What follows belongs to an exercise in optimizing a design on an open flow for small area; a production flow would make more cautious choices. Function was checked by simulation only, so behaviour that the tests miss may differ from the original. No activity file was given, so power comes from the tool's default toggle rates.

===== config.mk =====
export PLATFORM = sky130hd
export DESIGN_NAME = set_time
export DESIGN_NICKNAME = set_time
export VERILOG_FILES = /design/flow/design.v
export SDC_FILE = /design/flow/constraint.sdc
export NUM_CORES = 4
export LEC_CHECK = 0
export CAP_MARGIN = 20
export CORE_MARGIN = 2
export CORE_UTILIZATION = 40
export CTS_BUF_LIST = sky130_fd_sc_hd__clkbuf_8
export PLACE_DENSITY = 0.6
export SLEW_MARGIN = 20

===== constraint.sdc =====
create_clock -name core_clock -period 40.0 [get_ports {clk}]
set_input_delay 8.0000 -clock core_clock [delete_from_list [all_inputs] [get_ports {clk}]]
set_output_delay 8.0000 -clock core_clock [all_outputs]
set_load 0.01 [all_outputs]

===== design.v =====
`timescale 1ns/1ps
module set_time (clk, rst, button_mid, button_r, button_l, button_up, button_down,  mode,
set_string, count, year_d, month_d, week, day_d, hour_d, min_d, sec_d);
input clk;
input rst;
input button_mid;
input button_l;
input button_r;
input button_down;
input button_up;
input [3:0]mode;
output [83:0] set_string;
output reg [4:0] count;
output [14:0] year_d;
output [3:0] month_d;
output reg [3:0] week;
output [4:0] day_d;
output [5:0] hour_d;
output [5:0] min_d;
output [5:0] sec_d;
localparam HOLD = 10;
function [8:0] add8;    
    input [7:0] x, y;
    input ci;
    integer i;
    reg c;
    begin
        c = ci;
        for (i = 0; i < 8; i = i + 1) begin
            add8[i] = x[i] ^ y[i] ^ c;
            c = (x[i] & y[i]) | (x[i] & c) | (y[i] & c);
        end
        add8[8] = c;
    end
endfunction
function [15:0] add15;   
    input [14:0] x, y;
    integer i;
    reg c;
    begin
        c = 1'b0;
        for (i = 0; i < 15; i = i + 1) begin
            add15[i] = x[i] ^ y[i] ^ c;
            c = (x[i] & y[i]) | (x[i] & c) | (y[i] & c);
        end
        add15[15] = c;
    end
endfunction
function [3:0] inc4;
    input [3:0] x;
    inc4 = {x[3] ^ (x[2] & x[1] & x[0]), x[2] ^ (x[1] & x[0]), x[1] ^ x[0], ~x[0]};
endfunction
function [3:0] dec4;
    input [3:0] x;
    dec4 = {x[3] ^ ~(x[2] | x[1] | x[0]), x[2] ^ ~(x[1] | x[0]), x[1] ^ ~x[0], ~x[0]};
endfunction
function ge4;           
    input [3:0] x, y;
    reg [8:0] s;
    begin
        s = add8({4'd0, x}, {4'h0, ~y}, 1'b1);
        ge4 = s[4];
    end
endfunction
function [5:0] csa7;
    input [2:0] x, y, z;
    reg [2:0] s, c;
    begin
        s = x ^ y ^ z;
        c = (x & y) | (x & z) | (y & z);
        csa7 = {c[1:0], c[2], s};
    end
endfunction
function [2:0] fin7;
    input [5:0] v;
    reg [8:0] s;
    reg [8:0] r;
    begin
        s = add8({5'd0, v[2:0]}, {5'd0, v[5:3]}, 1'b0);
        r = add8({5'd0, s[2:0]}, 8'd0, s[3]);
        fin7 = r[2:0];
    end
endfunction
function [15:0] tenx;
    input [14:0] x;
    input [3:0] y;
    reg [15:0] s;
    begin
        s = add15(x, {12'd0, y[3:1]});                        
        tenx = add15({x[11:0], 3'd0}, {s[13:0], y[0]});       
    end
endfunction
reg       e_step;              
reg [4:0] e_pos;               
reg [3:0] e_nv;                
reg [1:0] e_m;                 
reg [2:0] e_d;                 
reg       e_h;                 
reg       e_y;                 
reg [3:0] oy3, oy2, oy1, oy0;
reg       omt;
reg [3:0] omu;
reg [1:0] odt;
reg [3:0] odu;
reg [1:0] oht;
reg [3:0] ohu;
reg [2:0] ont;
reg [3:0] onu;
reg [2:0] ost;
reg [3:0] osu;
function sel;                  
    input       step;
    input [4:0] pos, k;
    sel = step && (pos == k);
endfunction
wire [3:0] y3 = sel(e_step, e_pos, 5'd20) ? e_nv : oy3;
wire [3:0] y2 = sel(e_step, e_pos, 5'd19) ? e_nv : oy2;
wire [3:0] y1 = sel(e_step, e_pos, 5'd18) ? e_nv : oy1;
wire [3:0] y0 = e_y ? 4'd1 : sel(e_step, e_pos, 5'd17) ? e_nv : oy0;
wire       mt = (e_m == 2'd1) ? 1'b1 : (e_m == 2'd2) ? 1'b0 : sel(e_step, e_pos, 5'd15) ? e_nv[0] : omt;
wire [3:0] mu = (e_m == 2'd1) ? 4'd2 : (e_m == 2'd2) ? 4'd1 : sel(e_step, e_pos, 5'd14) ? e_nv : omu;
reg  [1:0] dt;
reg  [3:0] du;
always @(*) begin
    case (e_d)
    3'd1: begin dt = 2'd2; du = 4'd9; end
    3'd2: begin dt = 2'd2; du = 4'd8; end
    3'd3: begin dt = 2'd3; du = 4'd1; end
    3'd4: begin dt = 2'd3; du = 4'd0; end
    3'd5: begin dt = 2'd0; du = 4'd1; end
    3'd6: begin dt = 2'd1; du = 4'd5; end
    default: begin
        dt = sel(e_step, e_pos, 5'd12) ? e_nv[1:0] : odt;
        du = sel(e_step, e_pos, 5'd11) ? e_nv : odu;
    end
    endcase
end
wire [1:0] ht = e_h ? 2'd2 : sel(e_step, e_pos, 5'd7) ? e_nv[1:0] : oht;
wire [3:0] hu = e_h ? 4'd3 : sel(e_step, e_pos, 5'd6) ? e_nv : ohu;
wire [2:0] nt = sel(e_step, e_pos, 5'd4) ? e_nv[2:0] : ont;
wire [3:0] nu = sel(e_step, e_pos, 5'd3) ? e_nv : onu;
wire [2:0] st = sel(e_step, e_pos, 5'd1) ? e_nv[2:0] : ost;
wire [3:0] su = sel(e_step, e_pos, 5'd0) ? e_nv : osu;
reg [2:0] gq;     
reg [2:0] kq;     
reg [5:0] kn;     
reg [3:0] timer;    
reg [3:0] timer2;   
assign set_string = {oy3, oy2, oy1, oy0, 4'hb, 3'b000, omt, omu, 4'hb, 2'b00, odt, odu, 4'hb,
                     week, 4'hb, 2'b00, oht, ohu, 4'hb, 1'b0, ont, onu, 4'hb, 1'b0, ost, osu};
wire [15:0] yb1 = tenx({11'd0, oy3}, oy2);
wire [15:0] ycB = tenx({11'd0, oy1}, oy0);
wire [14:0] yx = {2'd0, yb1[6:0], 6'd0}, yy = {3'd0, yb1[6:0], 5'd0}, yz = {6'd0, yb1[6:0], 2'd0};
wire [14:0] ys1 = yx ^ yy ^ yz;
wire [14:0] yc1 = {((yx & yy) | (yx & yz) | (yy & yz)), 1'b0};
wire [14:0] yw = {8'd0, ycB[6:0]};
wire [14:0] ys2 = ys1 ^ yc1 ^ yw;
wire [14:0] yc2 = {((ys1 & yc1) | (ys1 & yw) | (yc1 & yw)), 1'b0};
wire [15:0] yb3 = add15(ys2, yc2);
assign year_d  = {1'b0, yb3[13:0]};
wire [15:0] mb = tenx({14'd0, omt}, omu);
assign month_d = mb[3:0];
wire [15:0] db = tenx({13'd0, odt}, odu);
assign day_d   = db[4:0];
wire [15:0] hb = tenx({13'd0, oht}, ohu);
assign hour_d  = hb[5:0];
wire [15:0] nb = tenx({12'd0, ont}, onu);
assign min_d   = nb[5:0];
wire [15:0] sb = tenx({12'd0, ost}, osu);
assign sec_d   = sb[5:0];
wire [3:0] md = month_d;
wire [4:0] dd = day_d;
wire c0   = (oy1 == 4'd0) && (oy0 == 4'd0);           
wire c4   = !oy0[0] && (oy0[1] == oy1[0]);            
wire C4   = !oy2[0] && (oy2[1] == oy3[0]);            
wire leap = (c0 && C4) || (c4 && !c0);
wire y_eq1582 = (oy3 == 4'd1) && (oy2 == 4'd5) && (oy1 == 4'd8) && (oy0 == 4'd2);
wire y_gt1582 = (|oy3[3:1]) ||
                ((oy3 == 4'd1) && ((oy2[3] | (oy2[2] & oy2[1])) ||
                 ((oy2 == 4'd5) && ((oy1[3] & (|oy1[2:0])) ||
                  ((oy1 == 4'd8) && (oy0[3] | oy0[2] | (oy0[1] & oy0[0])))))));
wire m_feb = (md == 4'd2);
wire m_31  = (md == 4'd1) || (md == 4'd3) || (md == 4'd5) || (md == 4'd7) ||
             (md == 4'd8) || (md == 4'd10) || (md == 4'd12);
wire m_oct = (md == 4'd10);
wire m_gt10 = md[3] & (md[2] | (md[1] & md[0]));
wire d_le4  = !dd[4] && !dd[3] && (!dd[2] || (!dd[1] && !dd[0]));
wire d_lt15 = !dd[4] && !(dd[3] & dd[2] & dd[1] & dd[0]);
wire d_gap  = !d_le4 && d_lt15;                       
wire d_1to4 = d_le4 && (|dd);
wire jm  = (md == 4'd1) || (md == 4'd2);
wire fsp = jm && c0 && (oy3 == 4'd0) && (oy2 == 4'd0);
wire [1:0] cm4 = {oy0[1] ^ oy1[0], oy0[0]};
wire [1:0] Cm4 = {oy2[1] ^ oy3[0], oy2[0]};
wire [3:0] nu_ = ~oy0;
wire [3:0] nb_ = ~oy2;
wire [3:0] vb_a = {cm4, Cm4};
wire [2:0] vb = {
    (vb_a == 4'd1) | (vb_a == 4'd4) | (vb_a == 4'd7) | (vb_a == 4'd10) | (vb_a == 4'd11) | (vb_a == 4'd13) | (vb_a == 4'd14),
    (vb_a == 4'd2) | (vb_a == 4'd5) | (vb_a == 4'd7) | (vb_a == 4'd8) | (vb_a == 4'd10) | (vb_a == 4'd13) | (vb_a == 4'd15),
    (vb_a == 4'd1) | (vb_a == 4'd2) | (vb_a == 4'd3) | (vb_a == 4'd4) | (vb_a == 4'd5) | (vb_a == 4'd6) | (vb_a == 4'd8) | (vb_a == 4'd9) | (vb_a == 4'd12)};
wire [5:0] vdg_a = {md, leap, fsp};
wire [2:0] vdg = {
    (vdg_a == 6'd0) | (vdg_a == 6'd1) | (vdg_a == 6'd2) | (vdg_a == 6'd3) | (vdg_a == 6'd8) | (vdg_a == 6'd9) | (vdg_a == 6'd10) | (vdg_a == 6'd11) | (vdg_a == 6'd12) | (vdg_a == 6'd13) | (vdg_a == 6'd14) | (vdg_a == 6'd15) | (vdg_a == 6'd21) | (vdg_a == 6'd23) | (vdg_a == 6'd24) | (vdg_a == 6'd26) | (vdg_a == 6'd32) | (vdg_a == 6'd33) | (vdg_a == 6'd34) | (vdg_a == 6'd35) | (vdg_a == 6'd44) | (vdg_a == 6'd45) | (vdg_a == 6'd46) | (vdg_a == 6'd47) | (vdg_a == 6'd53) | (vdg_a == 6'd55) | (vdg_a == 6'd56) | (vdg_a == 6'd58),
    (vdg_a == 6'd4) | (vdg_a == 6'd5) | (vdg_a == 6'd7) | (vdg_a == 6'd9) | (vdg_a == 6'd11) | (vdg_a == 6'd13) | (vdg_a == 6'd15) | (vdg_a == 6'd17) | (vdg_a == 6'd19) | (vdg_a == 6'd20) | (vdg_a == 6'd22) | (vdg_a == 6'd24) | (vdg_a == 6'd26) | (vdg_a == 6'd29) | (vdg_a == 6'd31) | (vdg_a == 6'd40) | (vdg_a == 6'd41) | (vdg_a == 6'd42) | (vdg_a == 6'd43) | (vdg_a == 6'd45) | (vdg_a == 6'd47) | (vdg_a == 6'd52) | (vdg_a == 6'd54) | (vdg_a == 6'd56) | (vdg_a == 6'd58) | (vdg_a == 6'd61) | (vdg_a == 6'd63),
    (vdg_a == 6'd1) | (vdg_a == 6'd3) | (vdg_a == 6'd5) | (vdg_a == 6'd6) | (vdg_a == 6'd7) | (vdg_a == 6'd8) | (vdg_a == 6'd12) | (vdg_a == 6'd14) | (vdg_a == 6'd16) | (vdg_a == 6'd18) | (vdg_a == 6'd20) | (vdg_a == 6'd22) | (vdg_a == 6'd28) | (vdg_a == 6'd30) | (vdg_a == 6'd33) | (vdg_a == 6'd35) | (vdg_a == 6'd37) | (vdg_a == 6'd39) | (vdg_a == 6'd41) | (vdg_a == 6'd43) | (vdg_a == 6'd44) | (vdg_a == 6'd46) | (vdg_a == 6'd49) | (vdg_a == 6'd51) | (vdg_a == 6'd52) | (vdg_a == 6'd54) | (vdg_a == 6'd60) | (vdg_a == 6'd62)};
wire [4:0] tmv_a = {md, c4};
wire [5:0] tmv = {
    (tmv_a == 5'd2) | (tmv_a == 5'd3) | (tmv_a == 5'd4) | (tmv_a == 5'd5) | (tmv_a == 5'd26) | (tmv_a == 5'd27) | (tmv_a == 5'd28) | (tmv_a == 5'd29) | (tmv_a == 5'd30) | (tmv_a == 5'd31),
    (tmv_a == 5'd12) | (tmv_a == 5'd13) | (tmv_a == 5'd14) | (tmv_a == 5'd15) | (tmv_a == 5'd16) | (tmv_a == 5'd17) | (tmv_a == 5'd18) | (tmv_a == 5'd19) | (tmv_a == 5'd20) | (tmv_a == 5'd21) | (tmv_a == 5'd22) | (tmv_a == 5'd23) | (tmv_a == 5'd24) | (tmv_a == 5'd25),
    (tmv_a == 5'd6) | (tmv_a == 5'd7) | (tmv_a == 5'd8) | (tmv_a == 5'd9) | (tmv_a == 5'd10) | (tmv_a == 5'd11) | (tmv_a == 5'd18) | (tmv_a == 5'd19) | (tmv_a == 5'd20) | (tmv_a == 5'd21) | (tmv_a == 5'd22) | (tmv_a == 5'd23) | (tmv_a == 5'd24) | (tmv_a == 5'd25),
    (tmv_a == 5'd4) | (tmv_a == 5'd10) | (tmv_a == 5'd11) | (tmv_a == 5'd16) | (tmv_a == 5'd17) | (tmv_a == 5'd22) | (tmv_a == 5'd23) | (tmv_a == 5'd24) | (tmv_a == 5'd25) | (tmv_a == 5'd28) | (tmv_a == 5'd29) | (tmv_a == 5'd30) | (tmv_a == 5'd31),
    (tmv_a == 5'd5) | (tmv_a == 5'd8) | (tmv_a == 5'd9) | (tmv_a == 5'd14) | (tmv_a == 5'd15) | (tmv_a == 5'd20) | (tmv_a == 5'd21) | (tmv_a == 5'd24) | (tmv_a == 5'd25) | (tmv_a == 5'd26) | (tmv_a == 5'd27) | (tmv_a == 5'd30) | (tmv_a == 5'd31),
    (tmv_a == 5'd2) | (tmv_a == 5'd5) | (tmv_a == 5'd8) | (tmv_a == 5'd9) | (tmv_a == 5'd10) | (tmv_a == 5'd11) | (tmv_a == 5'd16) | (tmv_a == 5'd17) | (tmv_a == 5'd22) | (tmv_a == 5'd23) | (tmv_a == 5'd24) | (tmv_a == 5'd25) | (tmv_a == 5'd28) | (tmv_a == 5'd29) | (tmv_a == 5'd30) | (tmv_a == 5'd31)};
wire [5:0] p1 = csa7({oy1[1], oy1[0], oy1[2]}, {nu_[3], oy1[3], 1'b0}, {nu_[0], nu_[2], nu_[1]});
wire [5:0] g1 = csa7(p1[2:0], p1[5:3], vb);
wire [5:0] g2 = csa7(g1[2:0], g1[5:3], vdg);
wire [2:0] gq_n = fin7(g2);
wire [15:0] cB = ycB;
wire [8:0] tS = add8({1'b0, cB[6:0]}, {3'd0, cB[6:2]}, 1'b0);
wire [8:0] nS = add8(tS[7:0], {2'd0, tmv}, 1'b0);
wire [8:0] rS = add8({1'b0, yb1[6:0]}, ~nS[7:0], 1'b1);   
wire       rq = rS[8] | fsp;
wire [5:0] q1 = csa7(~rS[2:0], ~rS[5:3], {1'b0, ~rS[7], ~rS[6]});
wire [5:0] q2 = csa7(q1[2:0], q1[5:3], {1'b0, rq, rq});
wire [2:0] kq_n = fin7(q2);
wire [5:0] kn_n = {fsp | (rS[8] & !(jm & c0)), (fsp | (|rS[7:5])) ? 5'd31 : rS[4:0]};
wire w_hold = y_eq1582 && m_oct && d_gap;
wire w_greg = y_gt1582 || (y_eq1582 && (m_gt10 || (m_oct && !d_1to4 && !d_gap)));
wire [5:0] ww = csa7({dd[2], dd[1], dd[0]}, {1'b0, dd[4], dd[3]}, w_greg ? gq : kq);
wire [2:0] wr = fin7(ww);                     
wire [8:0] kc = add8({3'd0, kn[4:0]}, {3'd0, ~dd}, 1'b1);   
wire       jneg = !w_greg && kn[5] && kc[5];   
wire [2:0] wv = jneg ? ~wr : wr;              
wire [3:0] wsel = w_hold ? week : {1'b0, wv};
wire start_set = (mode == 4'd0);
wire act_ud = (timer2 == HOLD);
wire act_lr = (timer == HOLD);
wire [3:0] timer2_inc = (timer2 == 4'd11) ? timer2 : inc4(timer2);
wire [3:0] timer_inc  = (timer == 4'd11) ? timer : inc4(timer);
reg [3:0] sx, shi;
reg       slo;
always @(*) begin
    sx = 4'd0; slo = 1'b0; shi = 4'd9;
    case (count)
    5'd20: sx = y3;
    5'd19: sx = y2;
    5'd18: sx = y1;
    5'd17: begin sx = y0; slo = (y3 == 0 && y2 == 0 && y1 == 0); end
    5'd15: begin sx = {3'd0, mt}; shi = 4'd1; end
    5'd14: begin sx = mu; slo = !mt; shi = mt ? 4'd2 : 4'd9; end
    5'd12: begin sx = {2'd0, dt}; shi = m_feb ? 4'd2 : 4'd3; end
    5'd11: begin
        sx = du;
        slo = (dt == 2'd0);
        shi = (dt == 2'd3) ? (m_feb ? 4'd9 : m_31 ? 4'd1 : 4'd0) :
              (dt == 2'd2 && m_feb) ? (leap ? 4'd9 : 4'd8) : 4'd9;
    end
    5'd7:  begin sx = {2'd0, ht}; shi = 4'd2; end
    5'd6:  begin sx = hu; shi = (ht == 2'd2) ? 4'd3 : 4'd9; end
    5'd4:  begin sx = {1'b0, nt}; shi = 4'd5; end
    5'd3:  sx = nu;
    5'd1:  begin sx = {1'b0, st}; shi = 4'd5; end
    5'd0:  sx = su;
    default: ;
    endcase
end
wire sx_le_lo = (sx[3:1] == 3'd0) && (!sx[0] || slo);
wire [3:0] nx = button_up ? (ge4(sx, shi) ? {3'd0, slo} : inc4(sx))
                          : (sx_le_lo ? shi : dec4(sx));
wire step = act_ud && (button_up || button_down);
reg [1:0] n_m;
reg [2:0] n_d;
always @(*) begin
    n_m = 2'd0;
    if (mt && (mu[3] | mu[2] | (mu[1] & mu[0])))         
        n_m = 2'd1;
    if (!mt && mu == 4'd0)
        n_m = 2'd2;
    n_d = 3'd0;
    if (m_feb) begin
        if (leap) begin
            if (dt == 2'd3)
                n_d = 3'd1;
        end
        else begin
            if ((dt == 2'd2 && (du[3] & (|du[2:0]))) || dt == 2'd3)
                n_d = 3'd2;
        end
    end
    else if (m_31) begin
        if (dt == 2'd3 && (|du[3:1]))
            n_d = 3'd3;
    end
    else begin
        if (dt == 2'd3 && (|du))
            n_d = 3'd4;
    end
    if (dt == 2'd0 && du == 4'd0)
        n_d = 3'd5;
    if (y_eq1582 && m_oct && d_gap)
        n_d = 3'd6;
end
wire n_h = (ht == 2'd2) && (|hu[3:2]);
wire n_y = (y3 == 4'd0) && (y2 == 4'd0) && (y1 == 4'd0) && (y0 == 4'd0);
wire [4:0] cl_a = count;
wire [4:0] cl = {
    (cl_a == 5'd15) | (cl_a == 5'd17) | (cl_a == 5'd18) | (cl_a == 5'd19),
    (cl_a == 5'd7) | (cl_a == 5'd9) | (cl_a == 5'd11) | (cl_a == 5'd12) | (cl_a == 5'd14),
    (cl_a == 5'd3) | (cl_a == 5'd4) | (cl_a == 5'd6) | (cl_a == 5'd11) | (cl_a == 5'd12) | (cl_a == 5'd14) | (cl_a == 5'd19),
    (cl_a == 5'd1) | (cl_a == 5'd4) | (cl_a == 5'd6) | (cl_a == 5'd9) | (cl_a == 5'd12) | (cl_a == 5'd14) | (cl_a == 5'd17) | (cl_a == 5'd18),
    (cl_a == 5'd0) | (cl_a == 5'd1) | (cl_a == 5'd6) | (cl_a == 5'd7) | (cl_a == 5'd9) | (cl_a == 5'd14) | (cl_a == 5'd15) | (cl_a == 5'd18)};
wire [4:0] cr_a = count;
wire [4:0] cr = {
    (cr_a == 5'd0) | (cr_a == 5'd2) | (cr_a == 5'd5) | (cr_a == 5'd8) | (cr_a == 5'd10) | (cr_a == 5'd13) | (cr_a == 5'd16) | (cr_a == 5'd18) | (cr_a == 5'd19) | (cr_a == 5'd20) | (cr_a == 5'd21) | (cr_a == 5'd22) | (cr_a == 5'd23) | (cr_a == 5'd24) | (cr_a == 5'd25) | (cr_a == 5'd26) | (cr_a == 5'd27) | (cr_a == 5'd28) | (cr_a == 5'd29) | (cr_a == 5'd30) | (cr_a == 5'd31),
    (cr_a == 5'd11) | (cr_a == 5'd12) | (cr_a == 5'd14) | (cr_a == 5'd15) | (cr_a == 5'd17),
    (cr_a == 5'd0) | (cr_a == 5'd6) | (cr_a == 5'd7) | (cr_a == 5'd9) | (cr_a == 5'd14) | (cr_a == 5'd15) | (cr_a == 5'd17),
    (cr_a == 5'd2) | (cr_a == 5'd4) | (cr_a == 5'd5) | (cr_a == 5'd7) | (cr_a == 5'd8) | (cr_a == 5'd9) | (cr_a == 5'd10) | (cr_a == 5'd12) | (cr_a == 5'd13) | (cr_a == 5'd15) | (cr_a == 5'd16) | (cr_a == 5'd17) | (cr_a == 5'd19) | (cr_a == 5'd20) | (cr_a == 5'd21) | (cr_a == 5'd22) | (cr_a == 5'd23) | (cr_a == 5'd24) | (cr_a == 5'd25) | (cr_a == 5'd26) | (cr_a == 5'd27) | (cr_a == 5'd28) | (cr_a == 5'd29) | (cr_a == 5'd30) | (cr_a == 5'd31),
    (cr_a == 5'd2) | (cr_a == 5'd3) | (cr_a == 5'd4) | (cr_a == 5'd5) | (cr_a == 5'd8) | (cr_a == 5'd9) | (cr_a == 5'd10) | (cr_a == 5'd11) | (cr_a == 5'd12) | (cr_a == 5'd13) | (cr_a == 5'd16) | (cr_a == 5'd17) | (cr_a == 5'd18) | (cr_a == 5'd20) | (cr_a == 5'd21) | (cr_a == 5'd22) | (cr_a == 5'd23) | (cr_a == 5'd24) | (cr_a == 5'd25) | (cr_a == 5'd26) | (cr_a == 5'd27) | (cr_a == 5'd28) | (cr_a == 5'd29) | (cr_a == 5'd30) | (cr_a == 5'd31)};
wire [4:0] n_count = button_l ? cl : button_r ? cr : count;
always @(posedge clk) begin
    if (rst) begin
        e_step <= 1'b0; e_m <= 2'd0; e_d <= 3'd0; e_h <= 1'b0; e_y <= 1'b0;
        oy3 <= 4'd2; oy2 <= 4'd0; oy1 <= 4'd2; oy0 <= 4'd3;
        omt <= 1'b0; omu <= 4'd1; odt <= 2'd0; odu <= 4'd1;
        oht <= 2'd0; ohu <= 4'd0; ont <= 3'd0; onu <= 4'd0; ost <= 3'd0; osu <= 4'd0;
        gq <= 3'd6; kq <= 3'd5; kn <= 6'd0;
        week <= 4'd0;
        timer2 <= 4'd0;
    end
    else begin
        e_step <= step; e_m <= n_m; e_d <= n_d; e_h <= n_h; e_y <= n_y;
        oy3 <= y3; oy2 <= y2; oy1 <= y1; oy0 <= y0;
        omt <= mt; omu <= mu; odt <= dt; odu <= du;
        oht <= ht; ohu <= hu; ont <= nt; onu <= nu; ost <= st; osu <= su;
        gq <= gq_n; kq <= kq_n; kn <= kn_n;
        week <= (wsel == 4'd0) ? 4'd7 : wsel;
        timer2 <= (start_set && (button_up || button_down)) ? timer2_inc : 4'd0;
    end
end
always @(posedge clk) begin
    e_pos <= count;
    e_nv <= nx;
end
always @(posedge clk) begin
    if (rst) begin
        timer <= 4'd0;
        count <= 5'd20;
    end
    else if (start_set) begin
        timer <= (button_l || button_r) ? timer_inc : 4'd0;
        if (act_lr)
            count <= n_count;
    end
end
endmodule

===== flow/run.sh =====
#!/bin/bash
# Own layout flow: the standard synthesis, then the combinational logic of
# its netlist re-mapped for area with ABC (registers, tie cells and adder cells
# untouched, see resynth.tcl; four random seeds, the smallest result is kept),
# then the standard layout from floorplan to finish, with buf_1 cells as
# the port buffers. Each tool's output goes to a log file of its own here.
set -euo pipefail
R=orfs/results/${FLOW_PLATFORM}/set_time/base
YOSYS=${FLOW_HOME}/../tools/install/yosys/bin/yosys
LIB=${FLOW_HOME}/platforms/${FLOW_PLATFORM}/lib/sky130_fd_sc_hd__tt_025C_1v80.lib
bash standard.sh synth > log_1_standard_synth.txt 2>&1
cp "$R/1_2_yosys.v" std_1_2_yosys.v
for s in 1 2 3 4; do
  sed "s/@SEED@/$s/" flow/abc_area.script > abc_seed$s.script
  ( RS_LIB=$LIB RS_TOP=${FLOW_TOP} RS_IN=std_1_2_yosys.v RS_OUT=resynth_seed$s.v RS_ABC=abc_seed$s.script \
      "$YOSYS" -c flow/resynth.tcl > log_2_resynth_seed$s.txt 2>&1 || true ) &
done
wait
best=std_1_2_yosys.v
bestarea=1e30
for s in 1 2 3 4; do
  if [[ -s resynth_seed$s.v && -s resynth_seed$s.v.stat ]]; then
    a=$(awk '/Chip area/ {print $NF}' resynth_seed$s.v.stat)
    if awk -v a="$a" -v b="$bestarea" 'BEGIN {exit !(a < b)}'; then best=resynth_seed$s.v; bestarea=$a; fi
  fi
done
echo "using $best (area $bestarea)" > log_2_resynth_choice.txt
cp "$best" "$R/1_2_yosys.v"
rm -f "$R/1_synth.odb" "$R/1_synth.sdc"
bash standard.sh BUFFER_PORTS_ARGS="-buffer_cell sky130_fd_sc_hd__buf_1" finish > log_3_standard_layout.txt 2>&1

===== flow/abc_area.script =====
strash
&get -n; &deepsyn -T 90 -S @SEED@; &put
&get -n; &dch -f; &nf -p -R 1000 -F 8 -A 8 -C 32; &put

===== flow/resynth.tcl =====
# Re-map the combinational logic of the standard synthesis netlist with a
# stronger ABC script. Flip-flops, tie cells and full/half adder cells are kept
# as they are (black boxes), so every register keeps its name and cell type.
yosys -import
set lib $::env(RS_LIB)
read_liberty -ignore_miss_func $lib
read_verilog $::env(RS_IN)
hierarchy -top $::env(RS_TOP)
blackbox sky130_fd_sc_hd__df* sky130_fd_sc_hd__edf* sky130_fd_sc_hd__sdf* sky130_fd_sc_hd__dl* sky130_fd_sc_hd__conb_1 sky130_fd_sc_hd__fa_* sky130_fd_sc_hd__ha_*
flatten
select $::env(RS_TOP)
opt -purge
abc -script $::env(RS_ABC) -liberty $lib -dont_use *probe* -dont_use *lpflow*
read_liberty -lib -overwrite $lib
setundef -zero
splitnets
opt_clean -purge
hilomap -singleton -hicell sky130_fd_sc_hd__conb_1 HI -locell sky130_fd_sc_hd__conb_1 LO
insbuf -buf sky130_fd_sc_hd__buf_4 A X
check -assert -mapped
tee -o $::env(RS_OUT).stat stat -liberty $lib
write_verilog -selected -noattr -nohex -nodec $::env(RS_OUT)

===== standard.sh =====
#!/bin/bash
# synth_recipe.tcl (not shown) runs the flow's synth.tcl, then flattens the netlist and writes it again
# the make line also repeats each setting of config.mk as NAME=value (left out here)
make -C /OpenROAD-flow-scripts/flow DESIGN_CONFIG=/design/flow/config.mk WORK_HOME=/design/flow/orfs CLKGATE_MAP_FILE= SYNTH_SCRIPT=/design/flow/synth_recipe.tcl "${@:-finish}"

==> impl_metrics.json, run 1 <==
{
  "status": "timing/DRC/antenna clean",
  "r2r_cells": 29,
  "start_kind": "flip-flop",
  "r2r-start": "oy0[1]$_SDFF_PP1_",
  "r2r_end": "kq[2]$_SDFF_PP1_",
  "grt_pass1_vias": 6204,
  "syn_area_per_cell_sq_um": 8.333,
  "swShare_pct": 31.82,
  "ios": 146,
  "drc_errors": 0,
  "hold_path.class": "reg2reg",
  "cts.sinks": 93,
  "wire_per_inst_microns": 15.83,
  "cts_buffer_depth": 2,
  "grt_max_degree": 53,
  "ctsHoldBuffers": 0,
  "drt_first_pass_iters": 5,
  "clk_pin_slew_ns": 0.09,
  "fillers": 2104,
  "dr_wl_met3_microns": 1245,
  "syn_inst": 1003,
  "dieWidth_microns": 148.6,
  "ant_nets": 0,
  "die_h_microns": 148.6,
  "p_clk_share_pct": 30.1,
  "largest_reg_flops": 6,
  "cap_violations": 0,
  "timing.fmax_mhz": 66.50,
  "drtIter0Drc": 555,
  "io_buffers": 110,
  "dr.max_layer_used": "met4",
  "largestRegisters": "kn x6, count x5, e_pos x5",
  "wl_met1_microns": 9657,
  "critPathRequiredTime_ns": 32.00,
  "syn2layout_area_growth_pct": 2.081,
  "slew_headroom_pct": 40.64,
  "antenna_found_initial": 0,
  "rrSetupSlack_ns": 31.51,
  "whs_path_depth": 2,
  "critPathArrivalTime_ns": 7.04,
  "crit_fanout": 8,
  "worst_pin_slew_ns": 0.8822,
  "maxSlewViolCount": 0,
  "finalNetCount": 1173,
  "htree_levels": 3,
  "grt-ovfl-total": 0,
  "power_switching_mw": 0.07004,
  "multiInputGateArea_sq_um": 5152,
  "post_cts_buffers": 0,
  "tns_ns": 0,
  "fp.coreArea_sq_um": 20360,
  "largest_register": "kn",
  "synth_warnings": 1,
  "cts_root_buffer": "clkbuf_8",
  "vias": 6784,
  "rows": 52,
  "peakVddDrop_uv": 15.42,
  "post-route-min-period_ns": 15.04,
  "p_leak_nw": 3.325,
  "dp_hpwl_microns": 16770,
  "cts_tree": "yes",
  "p_per_area_nw_per_um2": 25.80,
  "regArea_sq_um": 1862,
  "dieArea_sq_um": 22070,
  "place_congestion": 0.9307,
  "post_cts_resized": 0,
  "antenna_cells": 0,
  "viasPerCell": 5.179,
  "track_usage_pct": 18.70,
  "clkLatencyLatePin_ns": 0.37,
  "hold_viol": 0,
  "postRouteWirelength_microns": 20740,
  "initial_core_util_pct": 41.04,
  "finalClockSkew_ns": 0.01228,
  "p_int_mw": 0.1501,
  "power_frac_seq_pct": 45.8,
  "end_kind": "output pin",
  "path_class": "reg2out",
  "grt_pass1_wl_microns": 32660,
  "rsz0062_at_grt": "no",
  "min_period_over_period_pct": 37.59,
  "hp-start": "timer2[3]$_SDFFE_PP0P_",
  "p_comb_share_pct": 24.1,
  "final_util_pct": 41.90,
  "netlist_area_sq_um": 8358,
  "holdPathEnd": "e_step$_SDFF_PP0_",
  "numCtsBuffers": 9,
  "setup_violations": 0,
  "met2_length_microns": 9621,
  "drive_gt1_share_pct": 1.731
}
through the flow:
stage	cells	area, sq um	total power, mW	setup slack [ns]	hold slack, ns
final	1310	8532	0.2201	24.96	0.4880
after global routing	1310	8532	0.2348	24.61	0.5182
after CTS	1310	8532	0.2214	24.92	0.4925
after detailed placement	1294	8322	0.1554	25.37	0.4764
after global placement	1294	8322	0.1550	25.41	0.4761
after floorplan	1035	8478	0.1508	25.82	0.4453
cells in the final DEF (no fill, tap or decap), types with 4 or more instances in the layout:
master / instances
nand2_1: 81
o21ai_0: 43
and2_0: 6
clkbuf_8: 11
fa_1: 66
and3_1: 6
xor2_1: 10
clkinv_1: 144
nor2_1: 87
buf_1: 109
a211oi_1: 10
or2_0: 6
dfxtp_1: 93
nor2b_1: 17
mux2i_1: 15
a221oi_1: 4
nor3_1: 25
o22ai_1: 15
o221ai_1: 4
nand2b_1: 17
o2111ai_1: 4
nor4_1: 14
xnor2_1: 16
a21oi_1: 33
a31oi_1: 8
nand4_1: 5
a22oi_1: 12
a21boi_0: 4
o21a_1: 4
ha_1: 61
nand3_1: 21
conb_1: 34
mux2_1: 5
or3_1: 5
routing by layer:
layer,GRT usage (%),up-vias
li1,-,3278
met1,26.38,3253
met2,30.32,233
met3,3.252,20
met4,3.714,0
met5,0,-
power by group through the flow:
stage | registers [mW] | clock network [mW] | logic [mW]
global route | 0.102 | 0.0726 | 0.0607
CTS | 0.101 | 0.0678 | 0.0528
detailed placement | 0.103 | 0 | 0.0525
finish | 0.101 | 0.0663 | 0.0531
global placement | 0.103 | 0 | 0.0521
floorplan | 0.101 | 0 | 0.0495
area by class of cell:
| class | instances | share of cell area [%] |
|---|---|---|
| well taps | 270 | 3.960 |
| clock buffers | 11 | 1.774 |
| multi-input cells | 675 | 60.39 |
| repair buffers | 112 | 5.030 |
| inverters | 144 | 6.335 |
| clock inverters | 5 | 0.6893 |
| flip-flops and latches | 93 | 21.82 |
how the worst max path moves through the flow:
stage	start	end	slack, ns	cells past startpoint
6_report	oy3[0]$_SDFF_PP0_	year_d[13]	24.96	23
4_1_cts	oy0[1]$_SDFF_PP1_	year_d[13]	24.92	24
3_5_place_dp	oy0[1]$_SDFF_PP1_	year_d[13]	25.37	24
2_1_floorplan	oy0[1]$_SDFF_PP1_	year_d[12]	25.82	24
5_1_grt	oy3[0]$_SDFF_PP0_	year_d[13]	24.61	23
3_3_place_gp	oy3[0]$_SDFF_PP0_	year_d[13]	25.41	23
critical path: stages, from the launching register on:
cell	delay (ns)
dfxtp_1	0.43
ha_1	0.25
fa_1	0.36
clkinv_1	0.06
fa_1	0.40
clkinv_1	0.06
ha_1	0.13
clkinv_1	0.07
fa_1	0.48
clkinv_1	0.19
fa_1	0.54
fa_1	0.53
clkinv_1	0.08
fa_1	0.43
clkinv_1	0.07
fa_1	0.16
clkinv_1	0.08
fa_1	0.41
fa_1	0.41
fa_1	0.41
fa_1	0.41
fa_1	0.40
xnor2_1	0.14
buf_1	0.18
==> run 2, diff against run 1 <==
==> flow/run.sh (replaced) <==
#!/bin/bash
# Own layout flow:
#  1. the standard synthesis;
#  2. its combinational logic re-mapped for area with ABC (registers, tie cells
#     and adder cells untouched, see resynth.tcl; four random seeds, the
#     smallest result kept);
#  3. full adders whose pins are mostly inverted flipped (faflip.py; a full
#     adder is self-dual), checked equivalent with Yosys, and steps 2-3 once more;
#  4. the standard layout from floorplan to finish, with buf_1 port buffers.
# Each tool's output goes to a log file of its own in this folder.
set -euo pipefail
R=orfs/results/${FLOW_PLATFORM}/set_time/base
YOSYS=${FLOW_HOME}/../tools/install/yosys/bin/yosys
export RS_LIB=${FLOW_HOME}/platforms/${FLOW_PLATFORM}/lib/sky130_fd_sc_hd__tt_025C_1v80.lib
export RS_TOP=${FLOW_TOP}

# resynth IN TAG: prints the smallest of four re-mapped netlists (or IN)
resynth() {
  local in=$1 tag=$2 best=$1 bestarea=1e30 s a
  for s in 1 2 3 4; do
    sed "s/@SEED@/$s/" flow/abc_area.script > abc_${tag}_$s.script
    ( RS_IN=$in RS_OUT=${tag}_$s.v RS_ABC=abc_${tag}_$s.script \
        "$YOSYS" -c flow/resynth.tcl > log_${tag}_$s.txt 2>&1 || true ) &
  done
  wait
  for s in 1 2 3 4; do
    if [[ -s ${tag}_$s.v && -s ${tag}_$s.v.stat ]]; then
      a=$(awk '/Chip area/ {print $NF}' ${tag}_$s.v.stat)
      if awk -v a="$a" -v b="$bestarea" 'BEGIN {exit !(a < b)}'; then best=${tag}_$s.v; bestarea=$a; fi
    fi
  done
  echo "$tag: $best $bestarea" >> log_choices.txt
  echo "$best"
}

# flip IN OUT: OUT is IN with full adders flipped if that is proven equivalent, else IN
flip() {
  if python3 flow/faflip.py "$1" "$2.try" > "log_$2.txt" 2>&1 &&
     RS_GOLD=$1 RS_GATE=$2.try "$YOSYS" -c flow/equiv.tcl > "log_$2_equiv.txt" 2>&1; then
    cp "$2.try" "$2"
  else
    cp "$1" "$2"
  fi
  echo "flip: $2 from $(cmp -s "$1" "$2" && echo unchanged || echo flipped)" >> log_choices.txt
}

bash standard.sh synth > log_1_standard_synth.txt 2>&1
cp "$R/1_2_yosys.v" std_1_2_yosys.v
b1=$(resynth std_1_2_yosys.v rs1)
flip "$b1" flip1.v
b2=$(resynth flip1.v rs2)
flip "$b2" flip2.v
# the netlist laid out: flip2.v if it is proven equivalent to the standard synthesis
if RS_GOLD=std_1_2_yosys.v RS_GATE=flip2.v "$YOSYS" -c flow/equiv.tcl > log_final_equiv.txt 2>&1; then
  cp flip2.v "$R/1_2_yosys.v"
else
  echo "final: standard synthesis (flip2.v not proven equivalent)" >> log_choices.txt
fi
rm -f "$R/1_synth.odb" "$R/1_synth.sdc"
bash standard.sh BUFFER_PORTS_ARGS="-buffer_cell sky130_fd_sc_hd__buf_1" finish > log_3_standard_layout.txt 2>&1
==> flow/equiv.tcl (new file) <==
# Proves that two netlists of the same design (same registers) are equivalent;
# fails otherwise. RS_GOLD and RS_GATE name the netlists.
yosys -import
set lib $::env(RS_LIB)
read_liberty -ignore_miss_func $lib
read_verilog $::env(RS_GOLD)
yosys rename $::env(RS_TOP) gold
read_verilog $::env(RS_GATE)
yosys rename $::env(RS_TOP) gate
hierarchy -check
flatten gold gate
# match nets only, not the pins of flattened cells (a flipped adder's pins differ on purpose)
yosys rename -hide w:*.*
opt_clean
equiv_make gold gate equiv
hierarchy -top equiv
equiv_simple -seq 1
equiv_induct
equiv_status -assert
==> flow/faflip.py (new file) <==
#!/usr/bin/env python3
"""Inverter reduction around full adders in a mapped sky130 netlist.

A full adder is self-dual: FA(~a, ~b, ~c) = (~sum, ~cout). For each fa cell this
pass counts the inverters that flipping all its pins would remove or add, and
flips it when that saves inverters. Flip-flops and all other cells are left as
they are. Usage: faflip.py in.v out.v
"""
import re
import sys

INST = re.compile(r"^  (sky130_fd_sc_hd__\w+) (\S+) \(\n((?:    \.\w+\([^\n]*\),?\n)+)  \);\n", re.M)
PIN = re.compile(r"\.(\w+)\((.*)\),?$")
OUTS = {"X", "Y", "Q", "Q_N", "SUM", "COUT", "HI", "LO"}


def main(src, dst):
    text = open(src).read()
    insts = []  # [type, name, {pin: net}, span]
    for m in INST.finditer(text):
        pins = {}
        for line in m.group(3).splitlines():
            p = PIN.search(line.strip())
            pins[p.group(1)] = p.group(2).strip()
        insts.append([m.group(1), m.group(2), pins, m.span()])

    def is_inv(t):
        return "inv_" in t

    drv, loads = {}, {}

    def index():
        drv.clear()
        loads.clear()
        for i, (t, n, pins, _) in enumerate(insts):
            if t is None:
                continue
            for p, net in pins.items():
                if p in OUTS:
                    drv[net] = (i, p)
                else:
                    loads.setdefault(net, []).append((i, p))

    ports = set()
    for m in re.finditer(r"^\s*output\s+(?:\[[^\]]*\]\s*)?(\S+);", text, re.M):
        ports.add(m.group(1))

    # nets used by assign statements are treated like ports
    for m in re.finditer(r"^\s*assign\s+(.*?)\s*=\s*(.*?);", text, re.M):
        ports.add(m.group(1).strip())
        ports.add(m.group(2).strip())

    def is_port(net):
        base = net.split("[")[0].strip()
        return base in ports or net in ports

    newnets = []
    counter = [0]
    tag = 1
    while f"_ff{tag}n" in text or f"_ff{tag}i" in text or f"_ff{tag}o" in text:
        tag += 1

    def fresh():
        counter[0] += 1
        n = f"_ff{tag}n{counter[0]}_"
        newnets.append(n)
        return n

    def inv_of(net):
        """An existing inverter output that equals ~net, or None."""
        for i, p in loads.get(net, []):
            if is_inv(insts[i][0]) and insts[i][0] is not None:
                return insts[i][2]["Y"]
        return None

    index()
    flipped = 0
    for fi in range(len(insts)):
        t, n, pins, _ = insts[fi]
        if t is None or not t.startswith("sky130_fd_sc_hd__fa_"):
            continue
        gain = 0
        plan_in = {}
        for p in ("A", "B", "CIN"):
            x = pins[p]
            d = drv.get(x)
            if d and is_inv(insts[d[0]][0]):
                w = insts[d[0]][2]["A"]
                plan_in[p] = ("use", w)
                if len(loads.get(x, [])) == 1 and not is_port(x):
                    gain += 1  # that inverter goes away
            elif inv_of(x) is not None:
                plan_in[p] = ("use", inv_of(x))
            else:
                plan_in[p] = ("new", x)
                gain -= 1
        plan_out = {}
        for p in ("SUM", "COUT"):
            o = pins[p]
            ls = loads.get(o, [])
            invs = [i for i, q in ls if is_inv(insts[i][0])]
            others = [(i, q) for i, q in ls if not is_inv(insts[i][0])]
            if ls and not others and not is_port(o) and not any(is_port(insts[i][2]["Y"]) for i in invs):
                plan_out[p] = ("absorb", invs)
                gain += len(invs)
            else:
                plan_out[p] = ("restore", invs)
                gain -= 1
        if gain <= 0:
            continue
        flipped += 1
        for p, (kind, net) in plan_in.items():
            if kind == "use":
                old = pins[p]
                pins[p] = net
            else:
                y = fresh()
                insts.append(["sky130_fd_sc_hd__inv_1", f"_ff{tag}i{counter[0]}_", {"A": net, "Y": y}, None])
                pins[p] = y
        for p, (kind, invs) in plan_out.items():
            o = pins[p]
            if kind == "absorb":
                # the fa now drives ~o: it takes the first inverter's output net,
                # the other inverters' loads move to that net
                keep = insts[invs[0]][2]["Y"]
                pins[p] = keep
                for i in invs:
                    y = insts[i][2]["Y"]
                    if y != keep:
                        for j, q in loads.get(y, []):
                            insts[j][2][q] = keep
                    insts[i][0] = None
            else:
                y = fresh()
                pins[p] = y
                insts.append(["sky130_fd_sc_hd__inv_1", f"_ff{tag}o{counter[0]}_", {"A": y, "Y": o}, None])
        index()
        # drop inverters left without loads
        for i, (ti, ni, pi, _) in enumerate(insts):
            if ti is not None and is_inv(ti) and not loads.get(pi["Y"]) and not is_port(pi["Y"]):
                insts[i][0] = None
        index()

    # write the netlist back: cells in place, new cells and wires at the end
    out = []
    pos = 0
    for t, n, pins, span in insts:
        if span is None:
            continue
        out.append(text[pos:span[0]])
        pos = span[1]
        if t is not None:
            out.append(cell(t, n, pins))
    tail = text[pos:]
    extra = "".join(cell(t, n, pins) for t, n, pins, span in insts if span is None and t is not None)
    wires = "".join(f"  wire {w};\n" for w in newnets)
    k = tail.rfind("endmodule")
    body = "".join(out)
    # declare the new wires right after the port list
    h = body.find(");\n") + 3
    body = body[:h] + wires + body[h:]
    open(dst, "w").write(body + tail[:k] + extra + tail[k:])
    print(f"flipped {flipped} full adders")


def cell(t, n, pins):
    # an escaped identifier ends at white space
    lines = [f"    .{p}({net}{' ' if net.startswith(chr(92)) else ''})" for p, net in pins.items()]
    return f"  {t} {n} (\n" + ",\n".join(lines) + "\n  );\n"


if __name__ == "__main__":
    main(sys.argv[1], sys.argv[2])
--- a/config.mk
+++ b/config.mk
@@ -9,3 +9,3 @@
 export CORE_MARGIN = 2
-export CORE_UTILIZATION = 40
+export CORE_UTILIZATION = 55
 export CTS_BUF_LIST = sky130_fd_sc_hd__clkbuf_8
==> impl_metrics.json, run 2 <==
{
  "slew_headroom_pct": 36.29,
  "rows": 44,
  "antenna_found_initial": 0,
  "fp.coreArea_sq_um": 14370,
  "postRouteWirelength_microns": 19640,
  "drc_errors": 0,
  "p_int_mw": 0.1607,
  "finalClockSkew_ns": 0.01536,
  "dieArea_sq_um": 15520,
  "drtIter0Drc": 518,
  "viasPerCell": 5.757,
  "tns_ns": 0,
  "numCtsBuffers": 9,
  "ant_nets": 0,
  "cap_violations": 0,
  "syn2layout_area_growth_pct": 1.033,
  "peakVddDrop_uv": 25.74,
  "largestRegisters": "kn x6, count x5, e_pos x5",
  "worst_pin_slew_ns": 0.9500,
  "rsz0062_at_grt": "no",
  "hold_viol": 0,
  "cts_buffer_depth": 2,
  "timing.fmax_mhz": 66.60,
  "final_common_cell": "buf_1",
  "p_clk_share_pct": 28.7,
  "antenna_cells": 0,
  "maxSlewViolCount": 0,
  "total_power_mw": 0.2457,
  "vias": 6482,
  "synth_warnings": 1,
  "critPathArrivalTime_ns": 7.01,
  "final_area_sq_um": 8079,
  "start_kind": "flip-flop",
  "finalNonFillerCells": 1126,
  "crit_fanout": 7,
  "wire_per_inst_microns": 17.45,
  "final_cell_mix": "109 x buf_1, 93 x dfxtp_1, 76 x nor2_1",
  "largest_register": "kn",
  "post_cts_buffers": 0,
  "power_switching_mw": 0.08493,
  "syn_inst": 904,
  "fillers": 1359,
  "ios": 146,
  "track_usage_pct": 25.66,
  "grt_pass1_vias": 6354,
  "netlist_area_sq_um": 7996,
  "die_h_microns": 124.6,
  "setup_violations": 0,
  "finalNetCount": 1075,
  "largest_reg_flops": 6,
  "dp_cells": 1110,
  "ctsHoldBuffers": 0,
  "p_per_area_nw_per_um2": 30.41,
  "drt_first_pass_iters": 5,
  "final_util_pct": 56.23,
  "grt_pass1_wl_microns": 32310,
  "hold-worst-slack_ns": 0.5098,
  "grt_max_degree": 61,
  "post-place-ws_ns": 25.49,
  "cts_tree": "yes",
  "critPathRequiredTime_ns": 32.00,
  "syn_area_per_cell_sq_um": 8.846,
  "place_congestion": 0.8700,
  "path_class": "reg2out",
  "cts_root_buffer": "clkbuf_8",
  "p_comb_share_pct": 30.1,
  "dieWidth_microns": 124.6,
  "htree_levels": 3,
  "post-route-min-period_ns": 15.01,
  "grt-ovfl-total": 0,
  "drive_gt1_share_pct": 2.123,
  "post_dp_cell_area_sq_um": 7860,
  "clkLatencyLatePin_ns": 0.39,
  "clk_pin_slew_ns": 0.10,
  "io_buffers": 110,
  "dp_hpwl_microns": 15620,
  "post_cts_resized": 0,
  "cts.sinks": 93,
  "min_period_over_period_pct": 37.54,
  "initial_core_util_pct": 55.65,
  "finalWorstSetupSlack_ns": 24.99,
  "p_leak_nw": 3.348,
  "power_frac_seq_pct": 41.3,
  "end_kind": "output pin",
  "hold_path.class": "reg2reg",
  "status": "timing/DRC/antenna clean",
  "swShare_pct": 34.57
}
==> run 2: power groups by stage <==
stage	combinational, mW	sequential (mW)	clock (mW)
CTS	0.0731	0.102	0.0710
global placement	0.0699	0.104	0
detailed placement	0.0730	0.104	0
floorplan	0.0649	0.102	0
finish	0.0739	0.101	0.0704
global route	0.0825	0.102	0.0749
==> run 2: final timing paths <==
path	startpoint	end	depth (start not counted)	slack, ns
worst max register to register	omu[1]$_SDFF_PP0_	kq[2]$_SDFF_PP1_	28	31.37
worst min-delay path	week[3]$_SDFF_PP0_	week[3]$_SDFF_PP0_	1	0.51
worst max-delay path	oy0[1]$_SDFF_PP1_	year_d[13]	17	24.99
worst min register to register	week[3]$_SDFF_PP0_	week[3]$_SDFF_PP0_	1	0.51
==> run 2: routing by layer <==
metal | GRT usage [%] | up-vias | share of wire, %
li1 | - | 3082 | -
met4 | 8.923 | 0 | 1.9
met1 | 33.31 | 3153 | 44
met5 | 0 | - | 0
met3 | 3.093 | 31 | 4.4
met2 | 44.33 | 216 | 50
==> run 2: area by class of cell <==
class / count / area [sq um] / share of cell area [%]
Clock buffer: 12 / 165.2 / 2.044
Clock inverter: 4 / 53.80 / 0.6659
Inverter: 48 / 180.2 / 2.230
Multi-Input combinational cell: 672 / 5151 / 63.76
Sequential cell: 93 / 1862 / 23.04
Tap cell: 184 / 230.2 / 2.850
Timing Repair Buffer: 113 / 436.7 / 5.405
==> run 2: worst max-delay path: stages, from the launching register on <==
cell,delay (ns)
dfxtp_1,0.40
ha_1,0.24
fa_1,0.38
fa_1,0.39
ha_1,0.31
fa_1,0.57
ha_1,0.36
fa_1,0.45
fa_1,0.41
fa_1,0.40
fa_1,0.40
fa_1,0.40
fa_1,0.40
fa_1,0.41
fa_1,0.40
fa_1,0.40
xor2_1,0.14
buf_1,0.16
==> run 3, diff against run 2 <==
--- a/config.mk
+++ b/config.mk
@@ -9,3 +9,3 @@
 export CORE_MARGIN = 2
-export CORE_UTILIZATION = 55
+export CORE_UTILIZATION = 40
 export CTS_BUF_LIST = sky130_fd_sc_hd__clkbuf_8
==> impl_metrics.json, run 3 <==
{
  "worst_pin_slew_ns": 0.8817,
  "power_switching_mw": 0.06494,
  "critPathArrivalTime_ns": 6.95,
  "rrSetupSlack_ns": 31.64,
  "clk_pin_slew_ns": 0.10,
  "slowest_stage": "fa_1",
  "p_per_area_nw_per_um2": 26.70,
  "tns_ns": 0,
  "synth_warnings": 1,
  "cpLargestDelayFamily": "adder cells",
  "timing.fmax_mhz": 66.91,
  "finalNetCount": 1064,
  "dieArea_sq_um": 20950,
  "viasPerCell": 5.314,
  "r2r-start": "oy1[0]$_SDFF_PP0_",
  "finalNonFillerCells": 1196,
  "initial_core_util_pct": 40.71,
  "cpMostUsedCell": "fa_1",
  "syn2layout_area_growth_pct": 2.479,
  "drt_first_pass_iters": 6,
  "postRouteWirelength_microns": 19840,
  "cp_num_buf_inv": 1,
  "drc_errors": 0,
  "p_comb_share_pct": 20.0,
  "r2r_cells": 23,
  "numCtsBuffers": 9,
  "slew_headroom_pct": 41.22,
  "start_kind": "flip-flop",
  "drive_gt1_share_pct": 2.148,
  "holdPathEnd": "timer2[2]$_SDFFE_PP0P_",
  "grt_max_degree": 45,
  "min_period_over_period_pct": 37.37,
  "rsz0062_at_grt": "no",
  "power_frac_seq_pct": 45.7,
  "ctsHoldBuffers": 0,
  "r2r_end": "kq[2]$_SDFF_PP1_",
  "fp.coreArea_sq_um": 19460,
  "p_clk_share_pct": 34.3,
  "ios": 146,
  "largest_reg_flops": 6,
  "syn_inst": 893,
  "dp_cells": 1180,
  "maxSlewViolCount": 0,
  "post_cts_resized": 0,
  "place_congestion": 0.9243,
  "p_int_mw": 0.1519,
  "whs_path_depth": 1,
  "swShare_pct": 29.95,
  "rows": 51,
  "status": "timing/DRC/antenna clean",
  "peakVddDrop_uv": 20.12,
  "grt_pass1_wl_microns": 31390,
  "wire_per_inst_microns": 16.59,
  "dp_hpwl_microns": 15960,
  "final_common_cell": "buf_1",
  "antenna_found_initial": 0,
  "setup_violations": 0,
  "cts_tree": "yes",
  "clkLatencyLatePin_ns": 0.39,
  "cts.sinks": 93,
  "dieWidth_microns": 144.7,
  "netlist_area_sq_um": 7924,
  "end_kind": "output pin",
  "hold_viol": 0,
  "drtIter0Drc": 587,
  "path_class": "reg2out",
  "grt-ovfl-total": 0,
  "hp-start": "timer2[2]$_SDFFE_PP0P_",
  "cap_violations": 0,
  "post-route-min-period_ns": 14.95,
  "crit_chain": "ha_1, fa_1, fa_1, ha_1, fa_1, fa_1, xor2_1, fa_1, fa_1, fa_1, fa_1, fa_1, fa_1, fa_1, fa_1, xor2_1, buf_1",
  "htree_levels": 3,
  "hold_path.class": "reg2reg",
  "final_cell_mix": "109 x buf_1, 107 x nor2_1, 93 x dfxtp_1",
  "cts_root_buffer": "clkbuf_8",
  "cts_buffer_depth": 2,
  "largest_register": "kn",
  "final_util_pct": 41.72,
  "vias": 6355,
  "die_h_microns": 144.7,
  "p_leak_nw": 3.280,
  "antenna_cells": 0,
  "crit_fanout": 7,
  "ant_nets": 0,
  "largestRegisters": "kn x6, count x5, e_pos x5",
  "syn_area_per_cell_sq_um": 8.873,
  "grt_pass1_vias": 5953,
  "io_buffers": 110,
  "track_usage_pct": 19.27,
  "critPathRequiredTime_ns": 32.00,
  "finalClockSkew_ns": 0.01088,
  "cpPeakStageDelay_ns": 0.51,
  "post_cts_buffers": 0
}
[run 3: layer usage]
layer	up-vias	GRT usage (%)	routed length [microns]
met3	28	3.817	1369
met2	252	30.49	8941
met5	-	0	0
met1	3054	27.17	9241
li1	3021	-	-
met4	0	4.548	290
[run 3: layout make-up]
class,instances,area (sq um)
Fill cell,2059,11340
Sequential cell,93,1862
Timing Repair Buffer,113,436.7
Inverter,43,161.4
Clock inverter,6,93.84
Clock buffer,10,137.6
Multi-Input combinational cell,666,5097
Tap cell,265,331.6
[run 3: power groups by stage]
stage          sequential (mW)  combinational (mW)  clock, mW
2_1_floorplan            0.100              0.0411          0
3_3_place_gp             0.101              0.0424          0
3_5_place_dp             0.101              0.0434          0
4_1_cts                 0.0992              0.0436     0.0760
5_1_grt                 0.0998              0.0496     0.0796
6_report                0.0991              0.0433     0.0743
[run 3: how the worst max path moves through the flow]
stage | start | endpoint | slack (ns) | cells after the start
5_1_grt | oy1[0]$_SDFF_PP0_ | year_d[13] | 24.72 | 17
6_report | oy1[0]$_SDFF_PP0_ | year_d[13] | 25.05 | 17
4_1_cts | oy1[0]$_SDFF_PP0_ | year_d[13] | 24.98 | 17
3_3_place_gp | oy1[0]$_SDFF_PP0_ | year_d[13] | 25.52 | 17
3_5_place_dp | oy1[0]$_SDFF_PP0_ | year_d[13] | 25.43 | 17
2_1_floorplan | oy1[0]$_SDFF_PP0_ | year_d[13] | 25.77 | 17
[run 3: metrics by stage]
stage	cell area [sq um]	hold WS (ns)	total power, mW	setup WS (ns)
after CTS	8120	0.5078	0.2188	24.98
after global routing	8120	0.5422	0.2290	24.72
final	8120	0.5041	0.2168	25.05
after floorplan	8044	0.4456	0.1412	25.77
after global placement	7889	0.4902	0.1435	25.52
after detailed placement	7889	0.4930	0.1448	25.43
[run 3: worst reg2reg max path, cell delays in order, from the launching register on]
cell and delay [ns]:
dfxtp_1 0.42, ha_1 0.24, fa_1 0.38, fa_1 0.37, ha_1 0.30, fa_1 0.57, fa_1 0.48, fa_1 0.40
fa_1 0.47, fa_1 0.45, fa_1 0.50, clkinv_1 0.08, fa_1 0.41, fa_1 0.38, ha_1 0.31, clkinv_1 0.09
fa_1 0.56, fa_1 0.44, fa_1 0.44, fa_1 0.38, ha_1 0.20, ha_1 0.19, xnor2_1 0.14, nand2_1 0.06
==> run 4, diff against run 3 <==
--- a/design.v
+++ b/design.v
@@ -160,8 +160,8 @@
 assign year_d  = {1'b0, yb3[13:0]};
-wire [15:0] mb = tenx({14'd0, omt}, omu);
-assign month_d = mb[3:0];
-wire [15:0] db = tenx({13'd0, odt}, odu);
-assign day_d   = db[4:0];
-wire [15:0] hb = tenx({13'd0, oht}, ohu);
-assign hour_d  = hb[5:0];
+wire [8:0] mb = add8({5'd0, omt, 1'b0, omt}, {5'd0, omu[3:1]}, 1'b0);
+assign month_d = {mb[2:0], omu[0]};
+wire [8:0] db = add8({4'd0, odt[1], odt[0], odt[1], odt[0]}, {5'd0, odu[3:1]}, 1'b0);
+assign day_d   = {db[3:0], odu[0]};
+wire [8:0] hb = add8({4'd0, oht[1], oht[0], oht[1], oht[0]}, {5'd0, ohu[3:1]}, 1'b0);
+assign hour_d  = {hb[4:0], ohu[0]};
 wire [15:0] nb = tenx({12'd0, ont}, onu);
--- a/flow/equiv.tcl
+++ b/flow/equiv.tcl
@@ -12,3 +12,3 @@
 # match nets only, not the pins of flattened cells (a flipped adder's pins differ on purpose)
-yosys rename -hide w:*.*
+yosys rename -hide w:*.* w:*.Q %d w:*.D %d w:*.CLK %d
 opt_clean
--- a/flow/faflip.py
+++ b/flow/faflip.py
@@ -11,3 +11,3 @@
 
-INST = re.compile(r"^  (sky130_fd_sc_hd__\w+) (\S+) \(\n((?:    \.\w+\([^\n]*\),?\n)+)  \);\n", re.M)
+INST = re.compile(r"^  (sky130_fd_sc_hd__\w+) (\S+)\s+\(\n((?:    \.\w+\([^\n]*\),?\n)+)  \);\n", re.M)
 PIN = re.compile(r"\.(\w+)\((.*)\),?$")
--- a/config.mk
+++ b/config.mk
@@ -9,3 +9,3 @@
 export CORE_MARGIN = 2
-export CORE_UTILIZATION = 40
+export CORE_UTILIZATION = 55
 export CTS_BUF_LIST = sky130_fd_sc_hd__clkbuf_8
==> impl_metrics.json, run 4 <==
{
  "post-route-min-period_ns": 15.10,
  "p_per_area_nw_per_um2": 28.10,
  "final_common_cell": "buf_1",
  "r2r_end": "kq[1]$_SDFF_PP0_",
  "post_dp_cell_area_sq_um": 7809,
  "status": "timing/DRC/antenna clean",
  "dieArea_sq_um": 15360,
  "htree_levels": 3,
  "cts_tree": "yes",
  "cp_num_cells": 17,
  "syn_area_per_cell_sq_um": 9.190,
  "finalWorstSetupSlack_ns": 24.90,
  "path_class": "reg2out",
  "cts.sinks": 93,
  "drtIter0Drc": 439,
  "io_buffers": 110,
  "post_cts_buffers": 0,
  "cpMostUsedCell": "fa_1",
  "netlist_area_sq_um": 7913,
  "timing.fmax_mhz": 66.23,
  "cts_root_buffer": "clkbuf_8",
  "vias": 6183,
  "crit_path_end": "year_d[13]",
  "fp.coreArea_sq_um": 13990,
  "dp_hpwl_microns": 15830,
  "antenna_cells": 0,
  "hold_viol": 0,
  "ctsHoldBuffers": 0,
  "ant_nets": 0,
  "numCtsBuffers": 9,
  "largest_register": "kn",
  "crit_chain": "ha_1, fa_1, fa_1, ha_1, fa_1, fa_1, xor2_1, fa_1, fa_1, fa_1, fa_1, fa_1, fa_1, fa_1, fa_1, xor2_1, buf_1",
  "antenna_found_initial": 0,
  "post-place-ws_ns": 25.27,
  "cap_violations": 0,
  "final_cell_mix": "109 x buf_1, 93 x dfxtp_1, 84 x nor2_1",
  "final_area_sq_um": 7996,
  "p_leak_nw": 3.362,
  "grt_max_degree": 66,
  "tns_ns": 0,
  "cp_num_buf_inv": 1,
  "crit_fanout": 7,
  "grt_pass1_vias": 6140,
  "slowest_stage": "fa_1",
  "rows": 43,
  "syn_inst": 861,
  "drt_first_pass_iters": 5,
  "grt-ovfl-total": 0,
  "worst_pin_slew_ns": 0.8810,
  "postRouteWirelength_microns": 19850,
  "ios": 146,
  "maxSlewViolCount": 0,
  "grt_pass1_wl_microns": 31340,
  "hold_path.class": "reg2reg",
  "slew_headroom_pct": 40.73,
  "finalClockSkew_ns": 0.01358,
  "initial_core_util_pct": 56.57,
  "track_usage_pct": 26.65,
  "largestRegisters": "kn x6, count x5, e_pos x5",
  "largest_reg_flops": 6,
  "start_kind": "flip-flop",
  "min_period_over_period_pct": 37.75,
  "critPathRequiredTime_ns": 32.00,
  "cts_buffer_depth": 2,
  "viasPerCell": 5.704,
  "crit_start": "oy1[0]$_SDFF_PP0_",
  "cpLargestDelayFamily": "adder cells",
  "clkLatencyLatePin_ns": 0.39,
  "die_h_microns": 123.9,
  "place_congestion": 0.9331,
  "rsz0062_at_grt": "no",
  "post_cts_resized": 0,
  "wire_per_inst_microns": 18.31,
  "critPathArrivalTime_ns": 7.10,
  "peakVddDrop_uv": 20.04,
  "r2r-start": "omt$_SDFF_PP0_",
  "r2r_cells": 29,
  "rrSetupSlack_ns": 31.42,
  "finalNetCount": 1035,
  "end_kind": "output pin",
  "hold-worst-slack_ns": 0.4887,
  "drc_errors": 0,
  "setup_violations": 0,
  "dieWidth_microns": 123.9,
  "synth_warnings": 1,
  "cpPeakStageDelay_ns": 0.53,
  "clk_pin_slew_ns": 0.09,
  "syn2layout_area_growth_pct": 1.059,
  "drive_gt1_share_pct": 2.434
}
-- run 4: cell type report --
cell class | count | area, sq um
Fill cell | 1341 | 5992
Tap cell | 180 | 225.2
Multi-Input combinational cell | 638 | 5109
Timing Repair Buffer | 116 | 459.2
Clock buffer | 11 | 151.4
Inverter | 41 | 153.9
Sequential cell | 93 | 1862
Clock inverter | 5 | 36.28
-- run 4: how the worst min path moves through the flow --
stage / cells after the start / slack (ns) / from / end
floorplan: 0 / 0.41 / count[2]$_SDFFE_PP1P_ / e_pos[2]$_DFF_P_
global placement: 0 / 0.46 / count[2]$_SDFFE_PP1P_ / e_pos[2]$_DFF_P_
detailed placement: 0 / 0.47 / count[2]$_SDFFE_PP1P_ / e_pos[2]$_DFF_P_
CTS: 0 / 0.48 / count[2]$_SDFFE_PP1P_ / e_pos[2]$_DFF_P_
global route: 0 / 0.51 / count[2]$_SDFFE_PP1P_ / e_pos[2]$_DFF_P_
finish: 0 / 0.49 / count[2]$_SDFFE_PP1P_ / e_pos[2]$_DFF_P_
-- run 4: where the power goes --
part	total [mW]	internal (mW)	leakage, nW	switching, mW
logic	0.0626	0.0270	2.52	0.0356
registers	0.101	0.0965	0.754	0.00450
clock network	0.0611	0.0260	0.0929	0.0352
-- run 4: metrics by stage --
stage / util [%] / instances / total power [mW]
4_1_cts: 57.16 / 1084 / 0.2259
6_report: 57.16 / 1084 / 0.2247
3_3_place_gp: 55.82 / 1068 / 0.1645
3_5_place_dp: 55.82 / 1068 / 0.1659
5_1_grt: 57.16 / 1084 / 0.2378
2_1_floorplan: - / 893 / 0.1594
-- run 4: layer usage --
| metal | GRT usage [%] | up-vias | share of wire [%] |
|---|---|---|---|
| li1 | - | 2950 | - |
| met1 | 33.84 | 2990 | 43 |
| met2 | 45.64 | 203 | 49 |
| met3 | 4.121 | 40 | 5.0 |
| met4 | 10.32 | 0 | 2.8 |
| met5 | 0 | - | 0 |

-- separate check: timing with driven ports --
How much do the figures lean on ideal ports? The routed layouts below were timed once more, with nothing changed but the port constraints. Step 1: set_driving_cell puts a clkbuf_16 on clk and a buf_2 on each other input, an assumption about the parent block. Step 2, shift: input delay + t, output delay - t, t = (earliest + latest rising clock arrival at the registers) / 2. This alone moves slack from input paths to output paths. Three values: ideal, step 1, step 2; two values: the first two.
run | t, ns | setup slack, ns | hold WS [ns]
run 1 | 0.404 | 24.963 / 24.926 / 25.330 | 0.488 / 0.488 / 0.488
run 2 | 0.418 | 24.985 / 24.948 / 25.366 | 0.510 / 0.510 / 0.510
run 3 | 0.424 | 25.053 / 25.016 / 25.440 | 0.504 / 0.504 / 0.504
run 4 | 0.421 | 24.902 / 24.867 / 25.288 | 0.489 / 0.489 / 0.489
After both steps every run listed still meets setup and hold.
